Source: an optimization exercise on an open RTL-to-GDS flow (aim: small area and a short achievable clock period). Production flows keep margins and buffers that such runs may drop.

==> flow/design.v <==
`timescale 1ns/1ps
module bk_add #(parameter W = 18) (
    input  wire [W-1:0] a,
    input  wire [W-1:0] b,
    input  wire         ci,
    output wire [W-1:0] s
);
    reg [W-1:0] p, G, P;
    integer l, j;
    always @* begin
        p = a ^ b;
        G = a & b;
        P = p;
        G[0] = G[0] | (p[0] & ci);
        for (l = 1; (1 << l) <= 2 * W; l = l + 1)
            for (j = (1 << l) - 1; j < W; j = j + (1 << l)) begin
                G[j] = G[j] | (P[j] & G[j - (1 << (l - 1))]);
                P[j] = P[j] & P[j - (1 << (l - 1))];
            end
        for (l = 6; l > 0; l = l - 1)
            for (j = (1 << l) + (1 << (l - 1)) - 1; j < W; j = j + (1 << l)) begin
                G[j] = G[j] | (P[j] & G[j - (1 << (l - 1))]);
                P[j] = P[j] & P[j - (1 << (l - 1))];
            end
    end
    assign s = p ^ {G[W-2:0], ci};
endmodule
module cordic_sqrt_pipelined(
    input  wire clk,
    input  wire rst_n,
    input  wire start,
    input  wire signed [17:0] x_in,
    input  wire signed [17:0] y_in,
    output reg  signed [17:0] sqrt_out,
    output reg  done
);
    localparam N = 12;
    localparam LAT = N + 4;    
    reg signed [17:0] xr [0:N];
    reg signed [17:0] yr [0:N-1];
    always @(posedge clk) begin
        xr[0] <= x_in[17] ? -x_in : x_in;
        yr[0] <= y_in[17] ? -y_in : y_in;
    end
    genvar i;
    generate
        for (i = 0; i < N; i = i + 1) begin : st
            wire signed [17:0] x = xr[i];
            wire signed [17:0] y = yr[i];
            wire neg = y[17];
            wire signed [17:0] ys = y >>> i;
            wire signed [17:0] xs = x >>> i;
            wire [17:0] xn, yn;
            bk_add #(18) ax (.a(x), .b(ys ^ {18{neg}}), .ci(neg), .s(xn));
            always @(posedge clk) xr[i+1] <= xn;
            if (i < N - 1) begin : yu
                bk_add #(18) ay (.a(y), .b(xs ^ {18{~neg}}), .ci(~neg), .s(yn));
                always @(posedge clk) yr[i+1] <= yn;
            end
        end
    endgenerate
    wire signed [17:0] raw = xr[N];
    wire [17:0] o1 = raw >>> 1;
    wire [17:0] o2 = raw >>> 3;
    wire [17:0] o3 = ~(raw >>> 6);
    wire [17:0] o4 = ~(raw >>> 9);
    wire [17:0] c1s = o1 ^ o2 ^ o3;
    wire [17:0] c1c = (o1 & o2) | (o1 & o3) | (o2 & o3);
    wire [17:0] r2b = {c1c[16:0], 1'b0};
    wire [17:0] c2s = c1s ^ r2b ^ o4;
    wire [17:0] c2c = (c1s & r2b) | (c1s & o4) | (r2b & o4);
    wire [9:0] lo_w = {1'b0, c2s[8:0]} + {1'b0, c2c[7:0], 1'b1} + 10'd1;
    reg  [8:0] slo_r, psh_r, pch_r;
    reg        c9_r;
    always @(posedge clk) begin
        slo_r <= lo_w[8:0];
        c9_r  <= lo_w[9];
        psh_r <= c2s[17:9];
        pch_r <= c2c[16:8];
    end
    wire [8:0] shi_w;
    bk_add #(9) as_ (.a(psh_r), .b(pch_r), .ci(c9_r), .s(shi_w));
    wire [17:0] s_w = {shi_w, slo_r};
    wire [17:0] m_w;
    bk_add #(18) am (.a(s_w), .b(~{{12{s_w[17]}}, s_w[17:12]}), .ci(1'b1), .s(m_w));
    reg  [17:0] m_r;
    always @(posedge clk) m_r <= m_w;
    wire [17:0] f_w;
    bk_add #(18) af (.a(m_r), .b(~{{9{m_r[17]}}, m_r[17:9]}), .ci(1'b1), .s(f_w));
    always @(posedge clk) sqrt_out <= f_w;
    reg [LAT-2:0] vld;
    always @(posedge clk or negedge rst_n) begin
        if (!rst_n) begin
            vld <= 0;
            done <= 1'b0;
        end else begin
            vld <= {vld[LAT-3:0], start};
            done <= vld[LAT-2];
        end
    end
endmodule
Settings: LEC_CHECK=0, ABC_AREA=1, CAP_MARGIN=20, CORE_MARGIN=2, CORE_UTILIZATION=60, CTS_CLUSTER_DIAMETER=100, CTS_CLUSTER_SIZE=24, SETUP_SLACK_MARGIN=4.75, SLEW_MARGIN=20, TNS_END_PERCENT=0; clock period 7.3 ns.
standard.sh (not shown) runs the stock make flow with config.mk's settings and CLKGATE_MAP_FILE= SYNTH_SCRIPT=/design/flow/synth_recipe.tcl, a recipe that flattens the netlist after the stock synthesis.
==> flow/flow/run.sh <==
#!/bin/bash
# Standard layout with two changes:
#  - full adders are left to abc as plain gates (sky130 fa cells are added to
#    DONT_USE_CELLS; the platform's own list is repeated, since this replaces it);
#  - port buffers are buf_2 cells rather than the delay cells buffer_ports
#    picks by default.
# Output goes to standard.log.
DU=" sky130_fd_sc_hd__probe_p_8 sky130_fd_sc_hd__probec_p_8 sky130_fd_sc_hd__lpflow_bleeder_1 sky130_fd_sc_hd__lpflow_clkbufkapwr_1 sky130_fd_sc_hd__lpflow_clkbufkapwr_16 sky130_fd_sc_hd__lpflow_clkbufkapwr_2 sky130_fd_sc_hd__lpflow_clkbufkapwr_4 sky130_fd_sc_hd__lpflow_clkbufkapwr_8 sky130_fd_sc_hd__lpflow_clkinvkapwr_1 sky130_fd_sc_hd__lpflow_clkinvkapwr_16 sky130_fd_sc_hd__lpflow_clkinvkapwr_2 sky130_fd_sc_hd__lpflow_clkinvkapwr_4 sky130_fd_sc_hd__lpflow_clkinvkapwr_8 sky130_fd_sc_hd__lpflow_decapkapwr_12 sky130_fd_sc_hd__lpflow_decapkapwr_3 sky130_fd_sc_hd__lpflow_decapkapwr_4 sky130_fd_sc_hd__lpflow_decapkapwr_6 sky130_fd_sc_hd__lpflow_decapkapwr_8 sky130_fd_sc_hd__lpflow_inputiso0n_1 sky130_fd_sc_hd__lpflow_inputiso0p_1 sky130_fd_sc_hd__lpflow_inputiso1n_1 sky130_fd_sc_hd__lpflow_inputiso1p_1 sky130_fd_sc_hd__lpflow_inputisolatch_1 sky130_fd_sc_hd__lpflow_isobufsrc_1 sky130_fd_sc_hd__lpflow_isobufsrc_16 sky130_fd_sc_hd__lpflow_isobufsrc_2 sky130_fd_sc_hd__lpflow_isobufsrc_4 sky130_fd_sc_hd__lpflow_isobufsrc_8 sky130_fd_sc_hd__lpflow_isobufsrckapwr_16 sky130_fd_sc_hd__lpflow_lsbuf_lh_hl_isowell_tap_1 sky130_fd_sc_hd__lpflow_lsbuf_lh_hl_isowell_tap_2 sky130_fd_sc_hd__lpflow_lsbuf_lh_hl_isowell_tap_4 sky130_fd_sc_hd__lpflow_lsbuf_lh_isowell_4 sky130_fd_sc_hd__lpflow_lsbuf_lh_isowell_tap_1 sky130_fd_sc_hd__lpflow_lsbuf_lh_isowell_tap_2 sky130_fd_sc_hd__lpflow_lsbuf_lh_isowell_tap_4 #  sky130_fd_sc_hd__fa_1 sky130_fd_sc_hd__fa_2 sky130_fd_sc_hd__fa_4"
export BUFFER_PORTS_ARGS="-buffer_cell sky130_fd_sc_hd__buf_2"
bash standard.sh "DONT_USE_CELLS=$DU" "BUFFER_PORTS_ARGS=$BUFFER_PORTS_ARGS" finish > standard.log 2>&1
Next try:
--- a/flow/design.v
+++ b/flow/design.v
@@ -33,31 +33,36 @@
     input  wire signed [17:0] y_in,
     output reg  signed [17:0] sqrt_out,
     output reg  done
 );
     localparam N = 12;
-    localparam LAT = N + 4;    
+    localparam LAT = N + 5;    
     reg signed [17:0] xr [0:N];
-    reg signed [17:0] yr [0:N-1];
+    reg signed [17:0] ya [0:N-1];
+    reg               nr [0:N-1];
+    wire signed [17:0] y0 = y_in[17] ? -y_in : y_in;    
     always @(posedge clk) begin
         xr[0] <= x_in[17] ? -x_in : x_in;
-        yr[0] <= y_in[17] ? -y_in : y_in;
+        ya[0] <= y0 ^ {18{y0[17]}};
+        nr[0] <= y0[17];
     end
     genvar i;
     generate
         for (i = 0; i < N; i = i + 1) begin : st
             wire signed [17:0] x = xr[i];
-            wire signed [17:0] y = yr[i];
-            wire neg = y[17];
-            wire signed [17:0] ys = y >>> i;
-            wire signed [17:0] xs = x >>> i;
-            wire [17:0] xn, yn;
-            bk_add #(18) ax (.a(x), .b(ys ^ {18{neg}}), .ci(neg), .s(xn));
+            wire signed [17:0] a = ya[i];
+            wire n = nr[i];
+            wire [17:0] xn;
+            bk_add #(18) ax (.a(x), .b(a >>> i), .ci(n), .s(xn));
             always @(posedge clk) xr[i+1] <= xn;
             if (i < N - 1) begin : yu
-                bk_add #(18) ay (.a(y), .b(xs ^ {18{~neg}}), .ci(~neg), .s(yn));
-                always @(posedge clk) yr[i+1] <= yn;
+                wire [17:0] z;
+                bk_add #(18) ay (.a(a), .b(~(x >>> i)), .ci(1'b1), .s(z));
+                always @(posedge clk) begin
+                    ya[i+1] <= z ^ {18{z[17]}};
+                    nr[i+1] <= z[17] ^ n;
+                end
             end
         end
     endgenerate
     wire signed [17:0] raw = xr[N];
     wire [17:0] o1 = raw >>> 1;
@@ -67,29 +72,28 @@
     wire [17:0] c1s = o1 ^ o2 ^ o3;
     wire [17:0] c1c = (o1 & o2) | (o1 & o3) | (o2 & o3);
     wire [17:0] r2b = {c1c[16:0], 1'b0};
     wire [17:0] c2s = c1s ^ r2b ^ o4;
     wire [17:0] c2c = (c1s & r2b) | (c1s & o4) | (r2b & o4);
-    wire [9:0] lo_w = {1'b0, c2s[8:0]} + {1'b0, c2c[7:0], 1'b1} + 10'd1;
-    reg  [8:0] slo_r, psh_r, pch_r;
-    reg        c9_r;
+    reg  [17:0] ps_r, pc_r;
     always @(posedge clk) begin
-        slo_r <= lo_w[8:0];
-        c9_r  <= lo_w[9];
-        psh_r <= c2s[17:9];
-        pch_r <= c2c[16:8];
+        ps_r <= c2s;
+        pc_r <= {c2c[16:0], 1'b1};
     end
-    wire [8:0] shi_w;
-    bk_add #(9) as_ (.a(psh_r), .b(pch_r), .ci(c9_r), .s(shi_w));
-    wire [17:0] s_w = {shi_w, slo_r};
+    wire [17:0] s_w;
+    bk_add #(18) as_ (.a(ps_r), .b(pc_r), .ci(1'b1), .s(s_w));
+    reg  [17:0] s_r;
     wire [17:0] m_w;
-    bk_add #(18) am (.a(s_w), .b(~{{12{s_w[17]}}, s_w[17:12]}), .ci(1'b1), .s(m_w));
+    bk_add #(18) am (.a(s_r), .b(~{{12{s_r[17]}}, s_r[17:12]}), .ci(1'b1), .s(m_w));
     reg  [17:0] m_r;
-    always @(posedge clk) m_r <= m_w;
     wire [17:0] f_w;
     bk_add #(18) af (.a(m_r), .b(~{{9{m_r[17]}}, m_r[17:9]}), .ci(1'b1), .s(f_w));
-    always @(posedge clk) sqrt_out <= f_w;
+    always @(posedge clk) begin
+        s_r <= s_w;
+        m_r <= m_w;
+        sqrt_out <= f_w;
+    end
     reg [LAT-2:0] vld;
     always @(posedge clk or negedge rst_n) begin
         if (!rst_n) begin
             vld <= 0;
             done <= 1'b0;
Worst setup slack improves by 0.82 ns.
Design area increases by 8.0%.
Via count increases by 3.7%.
Final cell count came out higher by 4.4%.
No functional check of the RTL was part of any run of this note.

[port drivers added, routing unchanged]
Ports are ideal in the flow. The routed layouts listed here were re-timed in OpenROAD. Step 1, drivers: a clkbuf_16 drives clk and a buf_2 each remaining input, both assumed. Step 2 also shifts input and output timing later by t, the mid clock arrival at the registers, as if the neighbouring blocks saw the same clock. a / b / c = ideal ports / drivers / drivers and shift; a / b = the first two.
run | t (ns) | setup WS [ns] | hold slack, ns
the first run | 0.630 | 3.813 / 3.813 / 3.813 | 0.356 / 0.356 / 0.356
the second run | 0.636 | 4.630 / 4.630 / 4.364 | 0.339 / 0.339 / 0.339
After both steps every run listed still meets setup and hold. The setup slack of the second run, which loses most, moves by 0.000 ns with the drivers and by -0.266 ns with both steps.
